Background: an optimization exercise with open tools, aiming at small area. Do not read the settings as production practice. Function was checked by simulation only, so behaviour that the tests miss may differ from the original. Power is estimated from default activity; no workload was simulated.

Setup of north:
==> flow/design.v (excerpt) <==
module ProcessingElement (
	input         			clock,
	input         			reset,
	output        			psum_in_ready,
	input         			psum_in_valid,
	input 	signed 	[20:0] 	psum_in,
	input         			psum_out_ready,
	output        			psum_out_valid,
	output 	signed 	[20:0] 	psum_out,
	input         			iact_address_in_valid,
	input  			[7:0]  	iact_address_in,
	input  			       	iact_data_in_valid,
	input  			[12:0] 	iact_data_in,
	input  			       	weight_address_in_valid,
	input  			[6:0]  	weight_address_in,
	input  			       	weight_data_in_valid,
	input  			[11:0] 	weight_data_in,
	output 			       	iact_address_write_fin,
	output 			       	iact_data_write_fin,
	output 			       	psum_add_fin,
	input  			       	psum_enq_en,
	input  			       	do_load_en,
	output 			       	cal_fin,
	input					iact_write_fin_clear,
	input					weight_write_fin_clear,
	output 					all_write_fin,
	input			[4:0]	PSUM_DEPTH,
	input					psum_spad_clear
);
==> flow/config.mk <==
export PLATFORM = sky130hd
export DESIGN_NAME = ProcessingElement
export DESIGN_NICKNAME = ProcessingElement
export VERILOG_FILES = /design/flow/design.v
export SDC_FILE = /design/flow/constraint.sdc
export NUM_CORES = 4
export LEC_CHECK = 0
export CAP_MARGIN = 30
export CELL_PAD_IN_SITES_DETAIL_PLACEMENT = 1
export CELL_PAD_IN_SITES_GLOBAL_PLACEMENT = 2
export CORE_MARGIN = 2
export CORE_UTILIZATION = 30
export CTS_CLUSTER_DIAMETER = 70
export CTS_CLUSTER_SIZE = 30
export PLACE_DENSITY = 0.4
export SLEW_MARGIN = 30
==> flow/constraint.sdc <==
create_clock -name core_clock -period 12.0 [get_ports {clock}]
set_input_delay 2.4000 -clock core_clock [delete_from_list [all_inputs] [get_ports {clock}]]
set_output_delay 2.4000 -clock core_clock [all_outputs]
set_load 0.01 [all_outputs]
standard.sh (not shown) runs the stock make flow with config.mk's settings and CLKGATE_MAP_FILE= SYNTH_SCRIPT=/design/flow/synth_recipe.tcl, a recipe that flattens the netlist after the stock synthesis.
==> flow/flow/run.sh <==
#!/bin/bash
set -euo pipefail
export CTS_ARGS="-sink_clustering_enable -repair_clock_nets -sink_clustering_size 30 -sink_clustering_max_diameter 70 -dont_use_dummy_load"
bash standard.sh > standard_flow.log 2>&1
--- input diff north..south ---
# north
export LEC_CHECK = 0
export CAP_MARGIN = 30
export CELL_PAD_IN_SITES_DETAIL_PLACEMENT = 1
export CELL_PAD_IN_SITES_GLOBAL_PLACEMENT = 2
export CORE_MARGIN = 2
export CORE_UTILIZATION = 30
export CTS_CLUSTER_DIAMETER = 70
export CTS_CLUSTER_SIZE = 30
export PLACE_DENSITY = 0.4
export SLEW_MARGIN = 30
create_clock -name core_clock -period 12.0 [get_ports {clock}]
# south
export LEC_CHECK = 0
export CAP_MARGIN = 30
export CELL_PAD_IN_SITES_DETAIL_PLACEMENT = 1
export CELL_PAD_IN_SITES_GLOBAL_PLACEMENT = 2
export CORE_MARGIN = 2
export CORE_UTILIZATION = 25
export CTS_CLUSTER_DIAMETER = 80
export CTS_CLUSTER_SIZE = 30
export PLACE_DENSITY = 0.35
export SLEW_MARGIN = 30
create_clock -name core_clock -period 12.0 [get_ports {clock}]
==> flow/flow/run.sh <==
#!/bin/bash
set -euo pipefail
export CTS_ARGS="-sink_clustering_enable -repair_clock_nets -sink_clustering_size 30 -sink_clustering_max_diameter 80 -dont_use_dummy_load"
bash standard.sh > standard_flow.log 2>&1
Higher power share of the combinational group goes to south over north.
Portion of the layout cell area used by non-clock buffers: north and south compared, lower one is north
south finished every stage and its layout cleared the timing, DRC and antenna checks.
On final routed wire length divided by cell count, the higher figure sits with south, not north.
south vs north: post-route cell area up in south
Delta (south minus north): async set-or-reset flop fraction in the synthesized netlist shows no meaningful change, setup slack now sits lower, number of antenna violations at the first check in global routing +23%, worst hold slack has increased.
Inputs modified between south and east:
# south
export LEC_CHECK = 0
export CAP_MARGIN = 30
export CELL_PAD_IN_SITES_DETAIL_PLACEMENT = 1
export CELL_PAD_IN_SITES_GLOBAL_PLACEMENT = 2
export CORE_MARGIN = 2
export CORE_UTILIZATION = 25
export CTS_CLUSTER_DIAMETER = 80
export CTS_CLUSTER_SIZE = 30
export PLACE_DENSITY = 0.35
export SLEW_MARGIN = 30
create_clock -name core_clock -period 12.0 [get_ports {clock}]
# east
export LEC_CHECK = 0
export CAP_MARGIN = 20
export CELL_PAD_IN_SITES_DETAIL_PLACEMENT = 1
export CELL_PAD_IN_SITES_GLOBAL_PLACEMENT = 2
export CORE_MARGIN = 2
export CORE_UTILIZATION = 40
export CTS_CLUSTER_DIAMETER = 60
export CTS_CLUSTER_SIZE = 30
export PLACE_DENSITY = 0.5
export SLEW_MARGIN = 20
create_clock -name core_clock -period 12.0 [get_ports {clock}]
==> flow/flow/run.sh <==
#!/bin/bash
set -euo pipefail
export CTS_ARGS="-sink_clustering_enable -repair_clock_nets -sink_clustering_size 30 -sink_clustering_max_diameter 60 -dont_use_dummy_load"
bash standard.sh > standard_flow.log 2>&1
==> run notes <==
east finished all stages; layout check result: FAIL, due to max-capacitance violations, max-slew violations. The die area of east falls short of that of south by 0.27 sq mm. Per the comparison of east with south, number of placed instances with taps included shows a reduction of about 18%, final total power shows an increase of about 0.7%, total met2 wirelength after detailed routing shows a reduction of 130,000 um.

-- port drivers added, routing unchanged --
How much do the figures lean on ideal ports? The routed layouts below were timed once more, with nothing changed but the port constraints. Step 1 assumes that a clkbuf_16 drives the clock port and a buf_2 every other input. Step 2 also shifts input and output timing later by t, the mid clock arrival at the registers, as if the neighbouring blocks saw the same clock. Slacks: ideal ports / drivers / drivers and shift; pairs: ideal ports / drivers.
| run | t, ns | setup WS [ns] | clock arrival spread, ns | worst register clock-pin slew, ns |
|---|---|---|---|---|
| north | 1.162 | 1.856 / 1.816 / 1.738 | 0.188 / 0.188 | 0.10 / 0.10 |
| south | 1.180 | 1.724 / 1.684 / 0.812 | 0.176 / 0.176 | 0.11 / 0.11 |
| east | 1.135 | 1.762 / 1.733 / 1.012 | 0.193 / 0.193 | 0.10 / 0.10 |
The setup slack of south, which loses most, moves by -0.040 ns with the drivers and by -0.912 ns with both steps.
